From an optimization exercise on the open Yosys and OpenROAD flow, aimed at small area, a short achievable clock period and few clock cycles; shortcuts taken in it are not production practice. Only simulation tests tie the RTL to the original design; equivalence was not proved.

==> design.v <==
`timescale 1ns/10ps
module DT(
	input 			clk,
	input			reset,
	output	reg		done ,
	output	reg		sti_rd ,
	output	reg 	[9:0]	sti_addr ,
	input		[15:0]	sti_di,
	output	reg		res_wr ,
	output	reg		res_rd ,
	output	reg 	[13:0]	res_addr ,
	output		[7:0]	res_do,
	input		[7:0]	res_di,
	output  reg fwpass_finish
	);
localparam OP_INIT  = 3'd0;
localparam OP_W     = 3'd1;    
localparam OP_RD    = 3'd2;    
localparam OP_FETCH = 3'd3;    
localparam OP_F     = 3'd4;    
localparam OP_FIX   = 3'd5;    
localparam OP_DONE  = 3'd6;
reg [2:0] op;
reg       bwd;
reg [1:0] slot;           
reg [13:0] P;
reg [5:0] far, mid, near;
reg       vf, vm, vn;
reg [5:0] rdo;
reg       pred, fresh, procd;
assign res_do = {2'b00, rdo};
wire [6:0] prow = P[13:7];
wire [6:0] pcol = P[6:0];
wire [5:0] di = res_di[5:0];
wire [5:0] mA = (rdo < far) ? rdo : far;
wire [5:0] mB = (mid < di) ? mid : di;
wire [5:0] mn = (mA < mB) ? mA : mB;
wire [5:0] m1 = (&mn) ? mn : mn + 6'd1;
wire [6:0] rowadj = bwd ? prow + 7'd1 : prow - 7'd1;
wire [15:0] bits;
genvar gi;
generate for (gi = 0; gi < 16; gi = gi + 1) begin : g_bits
	assign bits[gi] = sti_di[15-gi];
end endgenerate
wire [15:0] meff = bits & {bits[14:0], 1'b1};
wire [3:0] ppos = pcol[3:0];
reg [15:0] below;
integer k;
always @(*) begin
	for (k = 0; k < 16; k = k + 1) below[k] = fresh || (k < ppos);
end
wire [15:0] cand = meff & below;
reg [3:0] nx;
always @(*) begin
	nx = 4'd0;
	for (k = 0; k < 16; k = k + 1) if (cand[k]) nx = k[3:0];
end
wire any = |cand;
wire adj = procd && (fresh ? (ppos == 4'd0 && meff[15]) : (ppos != 4'd0 && meff[ppos - 4'd1]));
reg [2:0] n_op; reg n_bwd; reg [1:0] n_slot; reg [13:0] n_P;
reg [5:0] n_far, n_mid, n_near; reg n_vf, n_vm, n_vn;
reg [5:0] n_rdo; reg n_pred, n_fresh, n_procd;
reg [13:0] n_addr; reg n_rd, n_wr, n_srd; reg [9:0] n_saddr; reg n_done, n_fw;
reg [13:0] xn;
reg obj, zk, lt, gt, fix;
reg [5:0] rval;
reg [1:0] s;
reg [6:0] coff;
always @(*) begin
	n_op = op; n_bwd = bwd; n_slot = slot; n_P = P;
	n_far = far; n_mid = mid; n_near = near; n_vf = vf; n_vm = vm; n_vn = vn;
	n_rdo = rdo; n_pred = pred; n_fresh = fresh; n_procd = procd;
	n_addr = res_addr; n_rd = 1'b0; n_wr = 1'b0; n_srd = 1'b0; n_saddr = sti_addr;
	n_done = 1'b0; n_fw = 1'b0;
	xn = P + 14'd1; obj = 1'b0; zk = 1'b0; lt = 1'b0; gt = 1'b0; fix = 1'b0;
	rval = rdo; s = 2'd0; coff = 7'd0;
	case (op)
	OP_INIT: begin
		n_bwd = 1'b0; n_P = 14'd0; n_op = OP_W; n_wr = 1'b1; n_addr = 14'd0; n_rdo = 6'd0;
		n_saddr = 10'd1; n_vf = 1'b0; n_vm = 1'b0; n_vn = 1'b0;
	end
	OP_W: begin
		if (sti_rd) n_saddr = sti_addr + 10'd1;
		if (P == 14'd16383) begin
			n_op = OP_FETCH; n_bwd = 1'b1; n_srd = 1'b1; n_saddr = 10'd1015;
			n_fresh = 1'b1; n_procd = 1'b0; n_pred = 1'b1;
		end else begin
			n_P = xn;
			n_far = mid; n_mid = near; n_vf = vm; n_vm = vn; n_vn = 1'b0;
			obj = (xn[13:7] != 7'd0) && (xn[13:7] != 7'd127) && (xn[6:0] != 7'd0) && (xn[6:0] != 7'd127)
			      && sti_di[~xn[3:0]];
			zk = (rdo == 6'd0) || (vm && mid == 6'd0) || (vn && near == 6'd0);
			if (!obj || zk) begin
				n_op = OP_W; n_wr = 1'b1; n_addr = xn; n_rdo = {5'd0, obj};
				n_srd = (xn[3:0] == 4'hf); n_fw = (xn == 14'd16383);
			end else begin
				s = !vm ? 2'd0 : !vn ? 2'd1 : 2'd2;
				n_op = OP_RD; n_slot = s; n_rd = 1'b1;
				n_addr = {prow - 7'd1, pcol + {5'd0, s}};
			end
		end
	end
	OP_RD: begin
		if (slot == 2'd2) begin
			n_near = di; n_vn = 1'b1;
			n_rdo = m1; n_addr = P;
			if (!bwd) begin
				n_op = OP_W; n_wr = 1'b1; n_srd = (P[3:0] == 4'hf);
			end else begin
				n_op = OP_F; n_rd = 1'b1; n_wr = pred || (mn == 6'd0);
			end
		end else begin
			if (slot == 2'd0) begin n_far = di; n_vf = 1'b1; end
			else begin n_mid = di; n_vm = 1'b1; end
			s = (slot == 2'd0 && !vm) ? 2'd1 : 2'd2;
			n_slot = s; n_op = OP_RD; n_rd = 1'b1;
			coff = bwd ? (7'd1 - {5'd0, s}) : ({5'd0, s} - 7'd1);
			n_addr = {rowadj, pcol + coff};
		end
	end
	OP_DONE: begin
		n_done = 1'b1;
	end
	default: begin  
		if (op == OP_F) begin
			lt = di < rdo; gt = di > rdo;
			n_pred = !lt;
			rval = lt ? di : rdo;
			fix = res_wr ? lt : gt;
		end
		n_rdo = rval;
		if (fix) begin
			n_op = OP_FIX; n_wr = 1'b1;
		end else if (any) begin
			n_P = {sti_addr, nx}; n_fresh = 1'b0; n_procd = 1'b1;
			if (adj) begin
				n_far = mid; n_mid = near; n_vf = vm; n_vm = vn; n_vn = 1'b0;
				zk = (vm && mid == 6'd0) || (vn && near == 6'd0);
			end else begin
				n_vf = 1'b0; n_vm = 1'b0; n_vn = 1'b0;
			end
			if (adj && !zk) begin
				s = !vm ? 2'd0 : !vn ? 2'd1 : 2'd2;
				n_op = OP_RD; n_slot = s; n_rd = 1'b1;
				n_addr = {prow + 7'd1, pcol - {5'd0, s}};
			end else begin
				n_op = OP_F; n_rd = 1'b1; n_wr = 1'b1; n_rdo = 6'd1; n_addr = {sti_addr, nx};
			end
		end else if (sti_addr == 10'd8) begin
			n_op = OP_DONE; n_done = 1'b1;
		end else begin
			n_op = OP_FETCH; n_srd = 1'b1; n_saddr = sti_addr - 10'd1;
			n_fresh = 1'b1; n_procd = procd && !fresh;
		end
	end
	endcase
end
always @(posedge clk or negedge reset) begin
	if (!reset) begin
		op <= OP_INIT; res_rd <= 1'b0; res_wr <= 1'b0; sti_rd <= 1'b0;
		done <= 1'b0; fwpass_finish <= 1'b0;
	end else begin
		op <= n_op; res_rd <= n_rd; res_wr <= n_wr; sti_rd <= n_srd;
		done <= n_done; fwpass_finish <= n_fw;
	end
end
always @(posedge clk) begin
	bwd <= n_bwd; slot <= n_slot; P <= n_P;
	far <= n_far; mid <= n_mid; near <= n_near; vf <= n_vf; vm <= n_vm; vn <= n_vn;
	rdo <= n_rdo; pred <= n_pred; fresh <= n_fresh; procd <= n_procd;
	res_addr <= n_addr; sti_addr <= n_saddr;
end
endmodule
==> run.sh <==
#!/bin/bash
# synth_recipe.tcl (not shown) runs the flow's synth.tcl, then flattens the netlist and writes it again
# the make line also repeats each setting of config.mk as NAME=value (left out here)
make -C /OpenROAD-flow-scripts/flow DESIGN_CONFIG=/design/flow/config.mk WORK_HOME=/design/flow/orfs CLKGATE_MAP_FILE= SYNTH_SCRIPT=/design/flow/synth_recipe.tcl finish
==> config.mk <==
export PLATFORM = sky130hd
export DESIGN_NAME = DT
export DESIGN_NICKNAME = DT
export VERILOG_FILES = /design/flow/design.v
export SDC_FILE = /design/flow/constraint.sdc
export NUM_CORES = 4
export LEC_CHECK = 0
export CAP_MARGIN = 20
export CORE_MARGIN = 2
export CORE_UTILIZATION = 40
export SLEW_MARGIN = 20
==> constraint.sdc <==
create_clock -name core_clock -period 5.0 [get_ports {clk}]
set_input_delay 1.0000 -clock core_clock [delete_from_list [all_inputs] [get_ports {clk}]]
set_output_delay 1.0000 -clock core_clock [all_outputs]
set_load 0.01 [all_outputs]
==> metrics.md <==
| Metric | Value |
|---|---|
| Sequential area share after synthesis | 30.8% |
| Initial antenna violation count | 0 |
| PnR worst setup slack | 0.235 ns |
| First-pass GRT wire length | 36300 um |
| CP arrival | 4.95 ns |
| Post-synth EDFFs | 70 |
| CTS Hold Bufs | 0 |
| Post-place setup slack | -0.435 ns |
| Detail Placement HPWL | 16900 um |
| Core Rows | 49 |
| Clock transition at path regs | 0.06 ns |
| Worst-margin pin slew | 1.08 ns |
| Final setup fails | 0 |
| Post-synthesis instance area | 7470 um^2 |
| Wire per inst | 19.1 um |
| Clock latency (worst-skew pair) | 0.35 ns |
| Largest net degree at the start of global routing | 28 |
| Yosys warnings | 1 |
| Number of port buffers | 58 |
| Die footprint | 19800 um^2 |
| Final nets | 1037 |
| CTS tree | yes |
| Chip Width | 141 um |
| Cts bufs inserted | 9 |
| CP max FO | 6 |
| Inst Count DP | 1180 |
| Fillers | 1755 |
| Clock sinks | 78 |
| First-pass detailed-route iteration total | 7 |
| Synth Area per Inst | 8.28 um^2 |
| Post-synthesis register bit count | 78 |
| Asr flop ratio synth | 10.3% |
| Final Hold Vio Count | 0 |
| Max-cap viol count | 0 |
| N_diodes | 0 |
| GP Congestion | 0.915 |
| Non-filler cells, final | 1199 |
| Vias in the first global route | 6473 |
| Mapped Cells | 903 |
| Routed vias | 7093 |
| Tcrit/Tclk final | 95.3% |
| Period minus WS final | 4.76 ns |
| Register area | 2300 um^2 |
| RSZ-0062 raised after global routing | no |
| Final Max Slew Viols | 0 |
| Core Area | 18100 um^2 |
| Number of placed I/O pins | 63 |
| WL final | 23000 um |
| WP data required | 5.19 ns |
| Die Span Y | 141 um |
| # DRC | 0 |
| Crit end category | flip-flop |
| Final ANT Viol Nets | 0 |
| Hold Path Class | flip-flop to flip-flop |
| Initial core utilization | 41.2% |
| CTS Root Cell | clkbuf_16 |
| GRT Total Usage | 23.3% |
| Synth-to-Final Area Change | 18.3% |
| CTS Buffer Depth | 2 |
| DRT iter0 DRCs | 680 |
| Post-synth top flop | edfxtp_1 |
| H-tree depth | 3 |
| Slew HR | 27.6% |
| Vias per std cell | 5.92 |
| Fmax | 210 MHz |
| Cell variety after synth | 81 |
| Global route overflow | 0 |
| Final Skew | 0.0124 ns |
| Startpoint Class | input pin |
| Status | finished clean |
| Area occupied by multi-input gates | 4840 um^2 |
| Critical path type | input pin to flip-flop |
| Ratio of cells with drive above 1 in the final layout | 10.5% |
==> per-layer routing <==
layer | up-vias | global-route usage [%] | part of all wire, % | wire length [um]
li1 | 3447 | - | - | -
met1 | 3370 | 33.8 | 47 | 10800
met2 | 247 | 36.6 | 45 | 10400
met3 | 29 | 2.68 | 5.7 | 1310
met4 | 0 | 7.00 | 1.7 | 379
met5 | - | 0 | 0 | 0
==> through the flow <==
stage	TNS [ns]	hold slack [ns]	area [um^2]	utilization [%]
6_report	0	0.527	8840	48.7
5_1_grt	0	0.558	8840	48.7
4_1_cts	0	0.527	8740	48.2
3_5_place_dp	-2.08	0.515	8450	46.6
3_3_place_gp	-1.35	0.515	8450	46.6
2_1_floorplan	0	0.492	7480	-
==> logic make-up (layout without fill, tap and decap cells) <==
logic type | after synthesis | in the layout | synth area share (%)
other | 1 | 2 | 0.0502
AOI/OAI and AO/OA | 238 | 238 | 20.7
muxes | 48 | 48 | 7.18
xor gates and xnor gates | 46 | 46 | 5.49
buffers and inverters | 106 | 172 | 5.73
DFF | 78 | 78 | 30.8
and+or+nand+nor | 341 | 341 | 22.2
adders and majority gates | 45 | 45 | 7.84
==> Yosys cell counts (6+ instances only) <==
library cell / instances / area share, %
a21o_1: 11 / 1.1
nor3_1: 22 / 1.5
xnor2_1: 32 / 3.8
nor2_1: 77 / 3.9
inv_1: 50 / 2.5
clkbuf_1: 37 / 1.9
and3_1: 11 / 0.92
o22ai_1: 19 / 1.6
ha_1: 42 / 7.0
nor2b_1: 7 / 0.59
xor2_1: 13 / 1.5
a211oi_1: 11 / 1.1
edfxtp_1: 70 / 28
nand2_1: 124 / 6.2
dfrtp_1: 8 / 2.7
buf_2: 9 / 0.60
a22oi_1: 9 / 0.90
nand3_1: 32 / 2.1
nand4_1: 7 / 0.59
a21oi_1: 57 / 3.8
mux2i_1: 39 / 5.2
nor4_1: 8 / 0.67
nand2b_1: 10 / 0.84
o211ai_1: 14 / 1.4
o21ai_0: 52 / 3.5
and2_1: 6 / 0.50
==> layout by cell type (no fill, tap or decap), drive strengths merged, types with 13 or more instances in the layout <==
cell type        n
nand2          124
nor2            78
edfxtp          70
clkdlybuf4s50   58
a21oi           57
o21ai           56
inv             50
buf             49
ha              42
mux2i           39
xnor2           33
nand3           32
nor3            22
o22ai           19
o211ai          15
xor2            13
==> path summary, 6_finish.rpt <==
kind                       startpoint     end  slack (ns)  cells after the start
hold / removal                   pred  res_wr        0.53                      2
setup reg to reg               rdo[5]  rdo[0]        0.48                     18
min in group asynchronous       reset   op[2]        0.94                      1
max in group asynchronous       reset  res_wr        3.77                      1
hold reg to reg                  pred  res_wr        0.53                      2
setup / recovery            res_di[5]  rdo[0]        0.24                     16
==> registers in the layout, indices dropped and copies added, names as in the netlist <==
| name | flops |
|---|---|
| procd | 1 |
| slot | 2 |
| fwpass_finish | 1 |
| op | 3 |
| far | 6 |
| fresh | 1 |
| res_addr | 14 |
| sti_rd | 1 |
| vm | 1 |
| bwd | 1 |
| mid | 6 |
| res_wr | 1 |
| res_rd | 1 |
| P | 14 |
| rdo | 6 |
| done | 1 |
| pred | 1 |
| sti_addr | 10 |
| vn | 1 |
| near | 6 |
==> repair_timing <==
action / CTS / global route
setup buffers: 1 / 3
hold endpoints to repair: 0 / 0
pin swaps: 1 / 7
endpoints found under the setup margin: 2 / 7
gates resized for setup: 2 / 16
==> critical path, stage by stage <==
cell and delay [ns]:
clkdlybuf4s50_1 0.48, inv_1 0.05, ha_1 0.33, nand4_1 0.17, o211ai_4 0.32, mux2i_1 0.33
ha_1 0.29, and4_4 0.16, buf_4 0.13, a41oi_1 0.21, and3_4 0.24, buf_4 0.16
mux2i_4 0.24, and4bb_2 0.29, or4b_1 0.46, o211ai_1 0.10
==> area by class of cell <==
type	count	area share, %
timing repair buffer	107	10.7
inverter	50	2.12
clock buffer	11	2.63
clock inverter	4	0.552
tap	229	3.24
multi-input combinational	720	54.7
sequential	78	26.0
Testbench counts, summed over its fixed seeds: cycles 592,173.

==> re-timing with driven ports <==
The flow's constraints put no driver on any port. The routed layout listed below was extracted and timed again, unchanged, in two steps.
Step 1 sets driving cells, clkbuf_16 on the clock port and buf_2 on the other inputs (assumed; they add their load-dependent delay and slew).
Step 2 also shifts input and output timing later by t, the mid clock arrival at the registers, as if the neighbouring blocks saw the same clock.
Slacks: ideal ports / drivers / drivers and shift; pairs: ideal ports / drivers.
shift t [ns]: 0.390
setup slack, ns: 0.235 / 0.244 / -0.146
worst setup path at the end: input to register
Met with ideal ports but missed after step 2: setup timing in this run. For this run, drivers alone change the setup slack by +0.009 ns; drivers and shift together by -0.381 ns.
